Context: an optimization exercise on an open-source flow, tuned for small area. The choices shown serve that exercise and are no tape-out recipe.
The RTL was checked by simulation tests, not by an equivalence proof against the original design.
No activity file was given, so power comes from the tool's default toggle rates.

## v6
// SYS_TOP
module SYS_TOP (
 input  wire RST_N,
 input  wire CLK,
 input  wire UART_RX_IN,
 output wire UART_TX_O,
 output wire parity_error,
 output wire framing_error
);
reg        r2_p32, r2_p16, r2_typ, r2_en;      
reg  [4:0] r3;                                
wire [7:0] REG2 = {r2_p32, r2_p16, ~(r2_p32 | r2_p16), 3'b000, r2_typ, r2_en};
wire [7:0] REG3 = {2'b00, ~|r3, r3};
reg [3:0] lo;
reg [1:0] hi;
reg       rinit;
reg       h;            
always @(posedge CLK)
	if (lo == 4'd15)
		h <= ~h;
always @(posedge CLK or negedge RST_N) begin
	if (~RST_N) begin
		lo    <= 4'd0;
		hi    <= 2'd1;
		rinit <= 1'b0;
	end
	else begin
		lo <= lo + 4'd1;
		if (lo == 4'd15) begin
			hi <= hi_n;
			if (hi == 2'd3)
				rinit <= 1'b1;
		end
	end
end
reg       ract;
reg [1:0] rt;           
reg [3:0] rbit;
reg [7:0] rsr;
reg       rpar;
reg       perr, ferr;
wire rx       = UART_RX_IN;
wire rsamp    = ract & ({h, lo[3]} == rt) & (lo[2:0] == 3'd0);
wire r_start  = (rbit == 4'd0);
wire r_data   = (rbit != 4'd0) & (rbit <= 4'd8);
wire r_par    = r2_en & (rbit == 4'd9);
wire r_stop   = r2_en ? (rbit == 4'd10) : (rbit == 4'd9);
wire r_past   = (rbit >= 4'd10) & ~r_stop;
wire r_perr   = rx ^ rpar;
wire r_good   = ~(r2_en & perr);      
wire rx_valid = rsamp & r_stop & rx & r_good;
wire r_idle   = (r_start & rx) | (r_stop & rx) | r_past;
wire wr_bit;            
always @(posedge CLK) begin
	if (~ract)
  ...
For scale: roughly 640 cells after synthesis, ~190 flip-flops, roughly 6 I/O pins, ~0.0066 mm² of cells after synthesis.
clock: 40.0 ns
lec_check: 0
abc_area: 1
cap_margin: 20
core_margin: 2
core_utilization: 40
cts_buf_list: sky130_fd_sc_hd__clkbuf_8
slew_margin: 20
standard.sh (not shown) runs the stock make flow with config.mk's settings and CLKGATE_MAP_FILE= SYNTH_SCRIPT=/design/flow/synth_recipe.tcl, a recipe that flattens the netlist after the stock synthesis.
==> flow/flow/run.sh <==
#!/bin/bash
# The standard layout (the standard.sh, unchanged synthesis, floorplan,
# placement, routing and finishing), except that clock tree synthesis is told
# not to insert dummy loads. The clock tree still uses only clkbuf_8 cells.
set -o pipefail
cp standard.sh standard.sh.log
export CTS_ARGS="-sink_clustering_enable -repair_clock_nets -buf_list sky130_fd_sc_hd__clkbuf_8 -dont_use_dummy_load"
bash standard.sh > standard.log 2>&1
status=$?
tail -40 standard.log
exit $status
v6 finished all stages; the layout is clean.
Here is what was changed in the inputs of v7 compared with v6.
==> flow/run.sh (new file) <==
#!/bin/bash
# synth_recipe.tcl (not shown) runs the flow's synth.tcl, then flattens the netlist and writes it again
# the make line also repeats each setting of config.mk as NAME=value (left out here)
make -C /OpenROAD-flow-scripts/flow DESIGN_CONFIG=/design/flow/config.mk WORK_HOME=/design/flow/orfs CLKGATE_MAP_FILE= SYNTH_SCRIPT=/design/flow/synth_recipe.tcl finish
removed: flow/flow/run.sh
removed: flow/standard.sh
--- outcome ---
- Between v6 and v7, the arrival time reported for the critical path endpoint is lower for v6.
- Looking at v6 and v7, the register clock-pin slew on the reported worst setup and hold paths is a wash.
- Comparing v6 and v7, the higher cell area is on v7.
- Compared v7 against v6; fraction of the cycle the final worst path needs within noise.
- Diff v6 -> v7: internal power went up, mux contribution to synthesized area did not really move, detailed-route wire length on metal 1 went down.
- Layout overhead on the synthesized area sits higher in v7 than in v6.
- In the reports for v6 and v7, the larger fmax belongs to v6.
- Relative to v6, the proportion of power drawn by the clock network of v7 is higher by 6.7 points.

The RTL this note starts from:
==> flow/design.v <==
module SYS_TOP (
 input  wire RST_N,
 input  wire CLK,
 input  wire UART_RX_IN,
 output wire UART_TX_O,
 output wire parity_error,
 output wire framing_error
);
reg        r2_p32, r2_p16, r2_typ, r2_en;      
reg  [4:0] r3;                                
wire [7:0] REG2 = {r2_p32, r2_p16, ~(r2_p32 | r2_p16), 3'b000, r2_typ, r2_en};
wire [7:0] REG3 = {2'b00, ~|r3, r3};
reg [3:0] lo;
reg       h;
reg       rinit;
always @(posedge CLK or negedge RST_N) begin
	if (~RST_N) begin
		lo    <= 4'd0;
		h     <= 1'b0;
		rinit <= 1'b0;
	end
	else begin
		lo <= lo + 4'd1;
		if (lo == 4'd15) begin
			h <= ~h;
			if (h)
				rinit <= 1'b1;
		end
	end
end
reg       ract;
reg [1:0] rt;           
reg [3:0] rbit;
reg [7:0] rsr;
reg       rpar;
reg       perr, ferr;
wire rx       = UART_RX_IN;
wire rsamp    = ract & ({h, lo[3]} == rt) & (lo[2:0] == 3'd0);
wire r_start  = (rbit == 4'd7);
wire r_data   = rbit[3];
wire r_par    = r2_en & (rbit == 4'd0);
wire r_stop   = r2_en ? (rbit == 4'd1) : (rbit == 4'd0);
wire r_past   = (rbit == 4'd2) | (~r2_en & (rbit == 4'd1));
wire r_perr   = rx ^ rpar;
wire r_good   = ~(r2_en & perr);      
wire rx_valid = rsamp & r_stop & rx & r_good;
wire r_idle   = (r_start & rx) | (r_stop & rx) | r_past;
wire wr_bit;            
always @(posedge CLK) begin
	if (~ract)
		rt <= {h, lo[3]} + 2'd2;
	if (~ract)
		rbit <= 4'd7;
	else if (rsamp)
		rbit <= rbit + 4'd1;
	if (wr_bit)
		rsr <= {rsr[0], rsr[7:1]};
	else if (rsamp & r_data)
		rsr <= {rx, rsr[7:1]};
	if (rsamp & r_start)
		rpar <= r2_typ;
	else if (rsamp & r_data)
		rpar <= rpar ^ rx;
end
always @(posedge CLK or negedge RST_N) begin
	if (~RST_N) begin
		ract <= 1'b0;
		perr <= 1'b0;
		ferr <= 1'b0;
	end
	else begin
		if (~ract)
			ract <= ~rx;
		else if (rsamp & r_idle)
			ract <= 1'b0;
		if (rsamp & r_par)
			perr <= r_perr;
		if (rsamp & r_stop & r_good)
			ferr <= ~rx;
	end
end
assign parity_error  = perr;
assign framing_error = ferr;
localparam [2:0] C_IDLE = 3'd0, C_WADDR = 3'd1, C_RADDR = 3'd2, C_STUCK = 3'd3,
                 C_OPA  = 3'd4, C_OPB   = 3'd5, C_WDATA = 3'd6, C_FUNC  = 3'd7;
reg [2:0] cst;
reg [1:0] eph;
wire op_a = (cst == C_FUNC);
wire op_w = cst[2] & ~op_a;
wire e_wait = eph[0];
wire e_act  = eph[1];
reg [3:0] pa;           
wire [3:0] fn = pa;
wire lowreg     = (pa[3:2] == 2'b00);
wire wend       = (lo[2:0] == 3'd7) & (lo[3] != pa[0]);
wire wstart     = wend & (lowreg | ((h ^ lo[3]) == pa[1]));
wire rd_end     = wend;
assign wr_bit = e_act & op_w;
reg  [15:0] r01;
reg  [31:0] ring1, ring2, ring3;       
wire wr01 = wr_bit & lowreg;
wire wr1  = wr_bit & (pa[3:2] == 2'd1);
wire wr2  = wr_bit & (pa[3:2] == 2'd2);
wire wr3  = wr_bit & (pa[3:2] == 2'd3);
always @(posedge CLK) begin
	r01   <= {wr01 ? rsr[0] : (rinit & r01[0]), r01[15:1]};
	ring1 <= {ring1[30:0], wr1 ? rsr[0] : (rinit & ring1[31])};
	ring2 <= {ring2[30:0], wr2 ? rsr[0] : (rinit & ring2[31])};
	ring3 <= {ring3[30:0], wr3 ? rsr[0] : (rinit & ring3[31])};
end
reg  [15:0] S;
reg         c, d, e;
reg  [3:0]  tbit;       
wire [3:0]  p = tbit;
wire is_mul  = (fn == 4'd2);
wire is_div  = (fn == 4'd3);
wire is_cmp  = (fn == 4'd10) | (fn == 4'd11) | (fn == 4'd12);
wire step    = (is_mul & p[3]) | (is_div & (p[3] | (p[2:0] == 3'd7)));
wire cmp_out = is_cmp & (p == 4'd15);
wire a_last  = (p == 4'd15);
wire lowk = ~lo[3];
wire xg   = r01[0] & lowk;      
wire yg   = r01[8] & lowk;      
wire a1   = r01[1];             
wire a9   = r01[9];             
wire b1   = r01[1];             
reg  ax, ay;
always @(*) begin
	if (step & is_mul) begin
		ax = S[1];
		ay = a9 & d;
	end
	else if (step) begin
		ax = S[0];
		ay = (b1 & (lo != 4'd15)) ^ e;
	end
	else begin
		ax = xg;
		ay = ((fn == 4'd14) ? xg : yg) ^ ((fn == 4'd1) | is_cmp);
	end
end
wire sum  = ax ^ ay ^ c;
wire cout = (ax & ay) | (ax & c) | (ay & c);
reg alu_sin;
reg [3:0] lut;          
always @(*) begin
	case (fn)
		4'd2   : lut = 4'b1010;
		4'd3   : lut = 4'b1100;
		4'd4   : lut = 4'b1000;
		4'd5   : lut = 4'b1110;
		4'd6   : lut = 4'b0111;
		4'd7   : lut = 4'b0001;
		4'd8   : lut = 4'b0110;
		default: lut = 4'b1001;
	endcase
end
always @(*) begin
	if (step & is_mul)
		alu_sin = (lo == 4'd15) ? c : (lo >= 4'd7) ? sum : S[1];
	else if (step)
		alu_sin = (lo == 4'd0) ? e : (a_last & lo[3]) ? 1'b0 : d;
	else if (cmp_out)
		alu_sin = (lo == 4'd0) ? (((fn == 4'd10) & e) | ((fn == 4'd12) & ~c)) :
		          (lo == 4'd1) ? (((fn == 4'd11) & c & ~e) | ((fn == 4'd12) & ~c)) : 1'b0;
	else if (fn == 4'd13)
		alu_sin = a1 & (lo < 4'd7);
	else if ((fn[3:1] == 3'b000) | (fn[3:1] == 3'b101) | (fn[3:1] == 3'b110) | (fn == 4'd14))
		alu_sin = sum;
	else
		alu_sin = lut[{xg, yg}];
end
wire [7:0] lreg = pa[0] ? REG3 : REG2;
wire rd_sin = ~lowreg ? (pa[3] ? (pa[2] ? ring3[31] : ring2[31]) : ring1[31]) :
              pa[1]   ? lreg[lo[2:0]] : r01[0];
reg       tact;
reg [4:0] ttm;
reg       tmore, tpar;
wire tend    = (ttm == r3);
wire t_start = (tbit == 4'd7);
wire t_data  = tbit[3];
wire t_par   = r2_en & (tbit == 4'd0);
wire t_stop  = r2_en ? (tbit == 4'd1) : (tbit == 4'd0);
wire rd_done  = e_act & ~op_w & ~op_a & rd_end;
wire alu_done = e_act & op_a & (lo == 4'd15) & a_last;
wire tx_go    = rd_done | alu_done;
wire sh  = (e_act & ~op_w) | (tact & tend & t_data);
wire sin = op_a ? alu_sin : rd_sin;
always @(posedge CLK) begin
	if (sh)
		S <= {sin, S[15:1]};
	if (e_wait) begin
		c <= (fn == 4'd1) | is_cmp;
		e <= 1'b1;
	end
	else if (e_act) begin
		if (step & (lo < 4'd7))
			c <= is_div & e;
		else if (~step & ~is_cmp & (lo == 4'd15))
			c <= (fn == 4'd1);
		else if (~cmp_out)
			c <= cout;
		if (step & is_mul) begin
			if (lo == 4'd0)
				d <= S[0];
		end
		else
			d <= (lo >= 4'd7) ? sum : S[0];
		if (step & (lo == 4'd15))
			e <= ~sum;
		else if (is_cmp & ~cmp_out)
			e <= e & ~(xg ^ yg);
	end
	if (rx_valid & ~e_wait & ~e_act) begin
		if (cst == C_WADDR || cst == C_RADDR || cst == C_FUNC)
			pa <= rsr[3:0];
		else if (cst == C_OPA)
			pa <= 4'd0;
		else if (cst == C_OPB)
			pa <= 4'd1;
	end
	if (tx_go) begin
		tbit  <= 4'd7;
		ttm   <= 5'd1;
		tmore <= alu_done;
	end
	else if (tact) begin
		ttm <= tend ? 5'd1 : ttm + 5'd1;
		if (tend) begin
			if (t_stop) begin
				tbit  <= 4'd7;
				tmore <= 1'b0;
			end
			else
				tbit <= tbit + 4'd1;
			if (t_start)
				tpar <= r2_typ;
			else if (t_data)
				tpar <= tpar ^ S[0];
		end
	end
	else if (e_wait)
		tbit <= 4'd6;
	else if (e_act & (lo == 4'd15))
		tbit <= tbit + 4'd1;
end
always @(posedge CLK or negedge RST_N) begin
	if (~RST_N) begin
		cst    <= C_IDLE;
		eph    <= 2'd0;
		tact   <= 1'b0;
		r2_p32 <= 1'b1;
		r2_p16 <= 1'b0;
		r2_typ <= 1'b0;
		r2_en  <= 1'b1;
		r3     <= 5'd0;
	end
	else begin
		if (e_wait) begin
			if (op_w & (pa[3:1] == 3'b001)) begin
				if (pa[0])
					r3 <= rsr[4:0];
				else begin
					r2_p32 <= rsr[7];
					r2_p16 <= rsr[6];
					r2_typ <= rsr[1];
					r2_en  <= rsr[0];
				end
			end
			if (op_w & (pa[3:1] == 3'b001)) begin
				eph <= 2'd0;
				cst <= C_IDLE;
			end
			else if (op_a ? (lo == 4'd15) : wstart)
				eph <= 2'd2;
		end
		if (e_act & (op_w ? (lo[2:0] == 3'd7) : op_a ? alu_done : rd_end)) begin
			eph <= 2'd0;
			cst <= (cst == C_OPA) ? C_OPB : (cst == C_OPB) ? C_FUNC : C_IDLE;
		end
		if (rx_valid & ~e_wait & ~e_act) begin
			case (cst)
				C_IDLE : if ((rsr[7:4] == rsr[3:0]) & rsr[3] & (rsr[2] ^ rsr[1]))
				         	cst <= {rsr[2], rsr[0], ~(rsr[2] ^ rsr[0])};
				C_WADDR: cst <= C_WDATA;
				C_STUCK: ;
				C_FUNC : if (rsr[3:0] == 4'hF) cst <= C_STUCK; else eph <= 2'd1;
				default: eph <= 2'd1;
			endcase
		end
		if (tx_go)
			tact <= 1'b1;
		else if (tact & tend & t_stop & ~tmore)
			tact <= 1'b0;
	end
end
assign UART_TX_O = ~tact | (~t_start & (t_data ? S[0] : (t_par ? tpar : 1'b1)));
endmodule
==> flow/config.mk <==
export PLATFORM = sky130hd
export DESIGN_NAME = SYS_TOP
export DESIGN_NICKNAME = SYS_TOP
export VERILOG_FILES = /design/flow/design.v
export SDC_FILE = /design/flow/constraint.sdc
export NUM_CORES = 4
export LEC_CHECK = 0
export ABC_AREA = 1
export CAP_MARGIN = 20
export CORE_MARGIN = 2
export CORE_UTILIZATION = 40
export CTS_BUF_LIST = sky130_fd_sc_hd__clkbuf_8
export SLEW_MARGIN = 20
==> flow/constraint.sdc <==
create_clock -name core_clock -period 40.0 [get_ports {CLK}]
set_input_delay 8.0000 -clock core_clock [delete_from_list [all_inputs] [get_ports {CLK}]]
set_output_delay 8.0000 -clock core_clock [all_outputs]
set_load 0.01 [all_outputs]
==> flow/flow/run.sh <==
#!/bin/bash
# The standard layout (standard.sh: unchanged synthesis, floorplan,
# placement, CTS, routing, finishing) with two changes:
#  - after synthesis, OpenROAD's restructure re-maps the combinational logic
#    for area (flow/restructure.tcl, run as ORFS's POST_SYNTH_TCL hook);
#  - clock tree synthesis inserts no dummy loads (it still uses clkbuf_8).
# standard.sh's make output goes to standard.log; ORFS keeps each step's log
# under orfs/logs.
set -o pipefail
here=$(pwd)
cp standard.sh standard.sh.log
export POST_SYNTH_TCL="$here/flow/restructure.tcl"
export CTS_ARGS="-sink_clustering_enable -repair_clock_nets -buf_list sky130_fd_sc_hd__clkbuf_8 -dont_use_dummy_load"
bash standard.sh > standard.log 2>&1
status=$?
tail -40 standard.log
exit $status
==> flow/flow/restructure.tcl <==
# Run by ORFS right after it reads the synthesized netlist (POST_SYNTH_TCL):
# re-map the combinational logic for area with OpenROAD's restructure (ABC).
# Registers are not touched, so they keep the standard synthesis's names
# and cell types.
if { [info exists ::env(LIB_FILES)] } {
  set rs_lib [lindex $::env(LIB_FILES) 0]
} else {
  set rs_lib /OpenROAD-flow-scripts/flow/platforms/sky130hd/lib/sky130_fd_sc_hd__tt_025C_1v80.lib
}
set rs_dir [file normalize restructure_work]
file mkdir $rs_dir
report_design_area
restructure -target area -liberty_file $rs_lib \
  -tielo_port sky130_fd_sc_hd__conb_1/LO -tiehi_port sky130_fd_sc_hd__conb_1/HI \
  -work_dir $rs_dir -abc_logfile $rs_dir/abc.log
report_design_area
The starting point stopped in netlist read-in after synthesis.
Change:
==> flow/flow/run.sh (replaced) <==
#!/bin/bash
# The standard layout (the standard.sh, unchanged synthesis, floorplan,
# placement, routing and finishing), except that clock tree synthesis is told
# not to insert dummy loads. The clock tree still uses only clkbuf_8 cells.
set -o pipefail
cp standard.sh standard.sh.log
export CTS_ARGS="-sink_clustering_enable -repair_clock_nets -buf_list sky130_fd_sc_hd__clkbuf_8 -dont_use_dummy_load"
bash standard.sh > standard.log 2>&1
status=$?
tail -40 standard.log
exit $status
removed: flow/flow/restructure.tcl
Result: With this change the flow produced a clean layout.

[what the ideal ports hide]
In the flow no input, the clock included, has a driving cell. The finished layouts below were timed again as built, in two steps.
Step 1 (the two cells are an assumption about what drives the block):
set clk [get_ports {CLK}]
set_driving_cell -lib_cell sky130_fd_sc_hd__clkbuf_16 $clk
set_driving_cell -lib_cell sky130_fd_sc_hd__buf_2 [delete_from_list [all_inputs] $clk]
Step 2, shift: input delay + t, output delay - t, t = (earliest + latest rising clock arrival at the registers) / 2. This alone moves slack from input paths to output paths.
Three values: no drivers, after step 1, after step 2; two values: the first two.
run	shift t [ns]	setup WS [ns]	slew at the worst register clock pin (ns)
v6	0.460	29.772 / 29.738 / 30.198	0.09 / 0.09
v7	0.482	29.718 / 29.683 / 30.165	0.10 / 0.10
the second run of note 2	0.477	29.823 / 29.787 / 30.264	0.10 / 0.10
After both steps every run listed still meets setup and hold.
